This design comes from an exercise in tuning for small area, a short achievable clock period and few clock cycles on the open sky130 flow, not from production work. Function was checked by simulation only, so behaviour that the tests miss may differ from the original. No activity file was given, so power comes from the tool's default toggle rates.

Design ALU, start of the top module:
module ALU(
    input wire clk,
    input wire rst_n,
    input wire [7:0] A,
    input wire [7:0] B,
    input wire start,
    input wire [2:0] opcode,
    output wire [15:0] result,
    output wire done
);
For scale: about 21 flip-flops, about 39 I/O pins, ~0.0019 sq mm of cells after synthesis.
export LEC_CHECK = 0
export ABC_AREA = 1
export CAP_MARGIN = 20
export CORE_MARGIN = 2
export CORE_UTILIZATION = 40
export SETUP_SLACK_MARGIN = 2.9
export SLEW_MARGIN = 20
create_clock -name core_clock -period 5.0 [get_ports {clk}]
standard.sh (not shown) runs the stock make flow with config.mk's settings and CLKGATE_MAP_FILE= SYNTH_SCRIPT=/design/flow/synth_recipe.tcl, a recipe that flattens the netlist after the stock synthesis.
==> flow/flow/run.sh <==
#!/bin/bash
# The standard layout, with the port buffers made from small buffers
# (sky130_fd_sc_hd__buf_2) instead of the delay buffers buffer_ports picks.
set -euo pipefail
export BUFFER_PORTS_ARGS="-buffer_cell sky130_fd_sc_hd__buf_2"
export ADDER_MAP_FILE=
bash standard.sh > standard.log 2>&1
Testbench counts at the start, summed over its fixed seeds: cycles 16,520.
Then changed:
- ABC_AREA: 1 -> 0
- SETUP_SLACK_MARGIN: 2.9 -> 2.5
Result:
- via count falls by 2.4%
- total power came out higher by 4.2%
- maximum frequency is lower by 35%
- sequential share of layout area increases by 1.4 points
- register-to-register slack loses 1.2 ns
- global-route usage grows by 1.7 points

---

== run 1 ==
The RTL this note starts from:
==> flow/design.v <==
module ALU(
    input wire clk,
    input wire rst_n,
    input wire [7:0] A,
    input wire [7:0] B,
    input wire start,
    input wire [2:0] opcode,
    output wire [15:0] result,
    output wire done
);
    reg [15:0] P;        
    reg        busy;     
    reg        done_r;
    reg [2:0]  cnt;
    wire mul  = opcode[2];
    wire zero = ~(|A) | ~(|B);
    wire ones = (&A) | (&B);
    wire [7:0] X = busy ? P[15:8] : B;
    wire [7:0] Y = A & {8{~busy | P[0]}};
    wire [8:0] S = {1'b0, X} + {1'b0, Y};
    always @(posedge clk) begin
        if (busy)
            P <= {S, P[7:1]};
        else if (mul)
            P <= zero ? 16'h0000 :
                 ones ? {S[7:0], ~S[7:0]} :
                        {1'b0, A & {8{B[0]}}, B[7:1]};
        else case (opcode[1:0])
            2'b01:   P <= {7'h00, S};
            2'b10:   P <= {8'h00, X & Y};
            2'b11:   P <= {8'h00, X ^ Y};
            default: P <= 16'h0000;
        endcase
    end
    always @(posedge clk) begin
        if (~rst_n) begin
            busy   <= 1'b0;
            done_r <= 1'b0;
        end else begin
            busy   <= start;
            done_r <= start & (busy ? (mul & (cnt == 3'd6)) : (~mul | zero | ones));
        end
        cnt <= busy ? cnt + 3'd1 : 3'd0;
    end
    assign result = P;
    assign done   = done_r;
endmodule
Settings: LEC_CHECK=0, ABC_AREA=1, CAP_MARGIN=20, CORE_MARGIN=2, CORE_UTILIZATION=40, SETUP_SLACK_MARGIN=2.2, SLEW_MARGIN=20; clock period 5.0 ns.
Scripts as last shown in full above: flow/flow/run.sh
Run 1 reached the final stage; the timing, design-rule and antenna checks on its layout passed.
Testbench counts of run 1, summed over its fixed seeds: cycles 16,520.
Modified inputs, run 2 compared to run 1
# run 1
export LEC_CHECK = 0
export ABC_AREA = 1
export CAP_MARGIN = 20
export CORE_MARGIN = 2
export CORE_UTILIZATION = 40
export SETUP_SLACK_MARGIN = 2.2
export SLEW_MARGIN = 20
create_clock -name core_clock -period 5.0 [get_ports {clk}]
# run 2
export LEC_CHECK = 0
export ABC_AREA = 1
export CAP_MARGIN = 20
export CORE_MARGIN = 2
export CORE_UTILIZATION = 40
export SETUP_SLACK_MARGIN = 3.1
export SLEW_MARGIN = 20
create_clock -name core_clock -period 5.0 [get_ports {clk}]
## What came out
Critical path required time in run 2 is 0.02 ns higher than in run 1
The depth of the most critical reg-to-reg path of run 2 falls short of that of run 1 by 3.
From run 1 to run 2 the numbers moved as follows: switching power increased about 35%; normalized max-slew margin went up 20 points; first-iteration DRC count has increased.
Run 2 against run 1: wire length on met1 has increased; sequential share of layout area moved down; combined global-route utilization of all metal layers grew by 5.8 points; cell area power density lower.
Going from run 1 to run 2, worst vdd rail ir drop grew by more than half.
Setup changes, run 2 to run 3
# run 2
export LEC_CHECK = 0
export ABC_AREA = 1
export CAP_MARGIN = 20
export CORE_MARGIN = 2
export CORE_UTILIZATION = 40
export SETUP_SLACK_MARGIN = 3.1
export SLEW_MARGIN = 20
create_clock -name core_clock -period 5.0 [get_ports {clk}]
# run 3
export LEC_CHECK = 0
export ABC_AREA = 1
export CAP_MARGIN = 20
export CORE_MARGIN = 2
export CORE_UTILIZATION = 40
export SETUP_SLACK_MARGIN = 2.65
export SLEW_MARGIN = 20
create_clock -name core_clock -period 5.0 [get_ports {clk}]
Findings:
Total detailed-routing wirelength: run 3 vs run 2 down about 25%
Against run 2, non-clock buffer total of the final layout in run 3 fell by more than a quarter.
Against run 2, post-detailed-placement cell area in run 3 fell by a few percent.
Cell at the slowest stage of the critical path = sky130_fd_sc_hd__xor2_2: run 2; cell at the slowest stage of the critical path = sky130_fd_sc_hd__nor4_1: run 3
Of run 3 and run 2, the run reporting the lower via count was run 3.
Clock network fraction of total power sits higher in run 3 than in run 2.
In terms of synthesized area, run 2 and run 3 differ only marginally.
Compared with run 2, in run 3 area used by sequential logic in the layout has decreased; setup slack has decreased.
Relative to run 3, the following input files were edited for run 4:
# run 3
export LEC_CHECK = 0
export ABC_AREA = 1
export CAP_MARGIN = 20
export CORE_MARGIN = 2
export CORE_UTILIZATION = 40
export SETUP_SLACK_MARGIN = 2.65
export SLEW_MARGIN = 20
create_clock -name core_clock -period 5.0 [get_ports {clk}]
# run 4
export LEC_CHECK = 0
export ABC_AREA = 1
export CAP_MARGIN = 20
export CORE_MARGIN = 2
export CORE_UTILIZATION = 40
export CTS_BUF_LIST = sky130_fd_sc_hd__clkbuf_8
export SETUP_SLACK_MARGIN = 2.5
export SLEW_MARGIN = 20
create_clock -name core_clock -period 5.0 [get_ports {clk}]
--- a/flow/flow/run.sh
+++ b/flow/flow/run.sh
@@ -4,4 +4,3 @@
 set -euo pipefail
 export BUFFER_PORTS_ARGS="-buffer_cell sky130_fd_sc_hd__buf_2"
-export ADDER_MAP_FILE=
 bash standard.sh > standard.log 2>&1
[summary]
- Number of global-route vias before repair delta for run 4 relative to run 3: 0.63% higher
- Compared run 4 vs run 3, and post-CTS setup-driven buffer insertion count is up in run 4.
- The run showing the smaller minimum clock period is run 3.
- Area share of xor/xnor cells in the synthesized design ends up higher on run 3.
- Of run 3 and run 4, the higher global routing usage summed across all routing layers belongs to run 4.
- In run 4 the via count turned out 107 lower than in run 3.
- Cmp run 4 vs run 3: design area higher in run 4

---

RTL: the design.v shown in full above, as it stands there.
Settings: LEC_CHECK=0, ABC_AREA=1, CAP_MARGIN=20, CORE_MARGIN=2, CORE_UTILIZATION=40, SETUP_SLACK_MARGIN=2.5, SLEW_MARGIN=20; clock period 5.0 ns.
==> flow/flow/run.sh <==
#!/bin/bash
# The standard layout, with the port buffers made from small buffers
# (sky130_fd_sc_hd__buf_1) instead of the delay buffers buffer_ports picks.
set -euo pipefail
export BUFFER_PORTS_ARGS="-buffer_cell sky130_fd_sc_hd__buf_1"
bash standard.sh > standard.log 2>&1
Testbench counts at the start, summed over its fixed seeds: cycles 16,520.
Next try:
==> flow/run.sh (new file) <==
#!/bin/bash
# synth_recipe.tcl (not shown) runs the flow's synth.tcl, then flattens the netlist and writes it again
# the make line also repeats each setting of config.mk as NAME=value (left out here)
make -C /OpenROAD-flow-scripts/flow DESIGN_CONFIG=/design/flow/config.mk WORK_HOME=/design/flow/orfs CLKGATE_MAP_FILE= SYNTH_SCRIPT=/design/flow/synth_recipe.tcl finish
- SETUP_SLACK_MARGIN: 2.5 -> 2.9
removed: flow/flow/run.sh
removed: flow/standard.sh
Result:
- via count went up by 3.7%
- setup slack is better by 23 ps
- utilization went up by 14 points
- count of clock-buffer cells in the layout is unchanged
- area after synthesis does not change
- global-route usage went up by 2.8 points
- routed wire length went up by 6.2%
- synthesized cell count stays the same

---

Setup of v6:
RTL: the design.v shown in full above, as it stands there.
==> flow/config.mk <==
export PLATFORM = sky130hd
export DESIGN_NAME = ALU
export DESIGN_NICKNAME = ALU
export VERILOG_FILES = /design/flow/design.v
export SDC_FILE = /design/flow/constraint.sdc
export NUM_CORES = 4
export LEC_CHECK = 0
export ABC_AREA = 1
export CAP_MARGIN = 20
export CORE_MARGIN = 2
export CORE_UTILIZATION = 40
export SETUP_SLACK_MARGIN = 2.75
export SLEW_MARGIN = 20
==> flow/constraint.sdc <==
create_clock -name core_clock -period 5.0 [get_ports {clk}]
set_input_delay 1.0000 -clock core_clock [delete_from_list [all_inputs] [get_ports {clk}]]
set_output_delay 1.0000 -clock core_clock [all_outputs]
set_load 0.01 [all_outputs]
==> flow/flow/run.sh <==
#!/bin/bash
# The standard layout, with the port buffers made from small buffers
# (sky130_fd_sc_hd__buf_2) instead of the delay buffers buffer_ports picks.
set -euo pipefail
export BUFFER_PORTS_ARGS="-buffer_cell sky130_fd_sc_hd__buf_2"
export ADDER_MAP_FILE=
export RECOVER_POWER=100
bash standard.sh > standard.log 2>&1
Testbench counts of v6, summed over its fixed seeds: cycles 16,520.
For v7, these inputs were changed with respect to v6:
- changing CORE_UTILIZATION from 40 to 35
diff --git a/flow/flow/run.sh b/flow/flow/run.sh
--- a/flow/flow/run.sh
+++ b/flow/flow/run.sh
@@ -7 +6,0 @@
-export RECOVER_POWER=100
Results
- The area of combinational cells with multiple inputs in v7 is 1.07 times that in v6.
- v7 reports a higher final design area excluding fillers than v6 does.
- Looking at met2 wirelength from detailed routing, v7 sits 8.8% higher than v6 does.
- The higher power spent charging and discharging nets of v6 and v7 is in v7.

---

Setup of run A:
// ALU: RTL as listed in full above, without the edits since
export LEC_CHECK = 0
export ABC_AREA = 1
export CAP_MARGIN = 20
export CORE_MARGIN = 2
export CORE_UTILIZATION = 40
export SETUP_SLACK_MARGIN = 2.75
export SLEW_MARGIN = 20
export TNS_END_PERCENT = 5
create_clock -name core_clock -period 5.0 [get_ports {clk}]
==> flow/flow/run.sh <==
#!/bin/bash
# The standard layout, with the port buffers made from small buffers
# (sky130_fd_sc_hd__buf_2) instead of the delay buffers buffer_ports picks.
set -euo pipefail
export BUFFER_PORTS_ARGS="-buffer_cell sky130_fd_sc_hd__buf_2"
export ADDER_MAP_FILE=
bash standard.sh > standard.log 2>&1
The final layout from run A, which completed every stage, passed the timing, design-rule and antenna checks at the end of the flow.
Testbench counts of run A, summed over its fixed seeds: cycles 16,520.
### run A -> run B
Settings: TNS_END_PERCENT: 5 -> unset; SETUP_SLACK_MARGIN: 2.75 -> 2.5; ABC_AREA: 1 -> 0.
==> flow/run.sh (new file) <==
#!/bin/bash
# synth_recipe.tcl (not shown) runs the flow's synth.tcl, then flattens the netlist and writes it again
# the make line also repeats each setting of config.mk as NAME=value (left out here)
make -C /OpenROAD-flow-scripts/flow DESIGN_CONFIG=/design/flow/config.mk WORK_HOME=/design/flow/orfs CLKGATE_MAP_FILE= SYNTH_SCRIPT=/design/flow/synth_recipe.tcl finish
removed: flow/flow/run.sh
removed: flow/standard.sh
Compared with run A, run B shows area of combinational cells with multiple inputs that has gone up by more than 10%.
Run A has higher multi-input logic cell count than run B.
Sort run A and run B by via count, ascending, and run B comes first.
Re number of signal-net inverters in the final layout: run A was higher than run B.
When run B is set beside run A, its largest net degree at the start of global routing turns out to be 35% smaller.
For the overall power of the completed layout, run B came in about 19% higher than run A did.
### run B -> run C
Settings: swapping 0 for 1 in ABC_AREA.
==> flow/flow/run.sh (new file) <==
#!/bin/bash
# The standard layout, with the port buffers made from small buffers
# (sky130_fd_sc_hd__buf_2) instead of the delay buffers buffer_ports picks.
set -euo pipefail
export BUFFER_PORTS_ARGS="-buffer_cell sky130_fd_sc_hd__buf_2"
bash standard.sh > standard.log 2>&1
==> flow/standard.sh (new file) <==
#!/bin/bash
# synth_recipe.tcl (not shown) runs the flow's synth.tcl, then flattens the netlist and writes it again
# the make line also repeats each setting of config.mk as NAME=value (left out here)
make -C /OpenROAD-flow-scripts/flow DESIGN_CONFIG=/design/flow/config.mk WORK_HOME=/design/flow/orfs CLKGATE_MAP_FILE= SYNTH_SCRIPT=/design/flow/synth_recipe.tcl "${@:-finish}"
removed: flow/run.sh
- Comparing run C and run B, the lower fraction of power consumed by the clock network is on run B.
- Compared with run B, run C is more frugal on power.
- Comparing global-route usage for run C and run B, the smaller number came from run C.
- Diff run B -> run C: area fraction in and, or, nand and nor cells after synthesis rose by 17 points, critical path depth rose by 2, leakage power summed over all cells rose by 0.20 nW, final area fell by 160 sq um, final period demand of the worst path fell by 380 ps.

separate check: timing with driven ports:
No port has a modelled driver above. Below, the same layouts with a new extraction and two added sets of constraints. Step 1 assumes that a clkbuf_16 drives the clock port and a buf_2 every other input. Step 2 times the ports against the registers' clock, not the clock port: input delays grow and output delays shrink by t, the midpoint of the rising clock arrivals with the driver on. a / b / c = ideal ports / drivers / drivers and shift; a / b = the first two.
| run | shift t [ns] | setup slack, ns | worst data-port slew with drivers (ns) |
|---|---|---|---|
| the first run of note 1 | 0.297 | 2.893 / 2.877 / 2.580 | 0.05 |
| the second run of note 1 | 0.298 | 1.758 / 1.718 / 1.419 | 0.06 |
| run 1 | 0.297 | 2.493 / 2.497 / 2.200 | 0.03 |
| run 2 | 0.295 | 2.886 / 2.847 / 2.552 | 0.06 |
| run 3 | 0.299 | 2.753 / 2.757 / 2.457 | 0.03 |
| run 4 | 0.289 | 2.571 / 2.559 / 2.269 | 0.05 |
| the first run of note 3 | 0.305 | 2.561 / 2.564 / 2.258 | 0.04 |
| the second run of note 3 | 0.294 | 2.584 / 2.562 / 2.268 | 0.06 |
| v6 | 0.300 | 1.679 / 1.679 / 1.679 | 0.03 |
| v7 | 0.300 | 2.686 / 2.689 / 2.388 | 0.03 |
| run A | 0.297 | 2.767 / 2.771 / 2.474 | 0.03 |
| run B | 0.293 | 2.192 / 2.174 / 1.881 | 0.06 |
| run C | 0.289 | 2.571 / 2.559 / 2.269 | 0.05 |
After both steps every run listed still meets setup and hold. For the second run of note 1, which loses most, drivers alone change the setup slack by -0.040 ns; drivers and shift together by -0.339 ns.
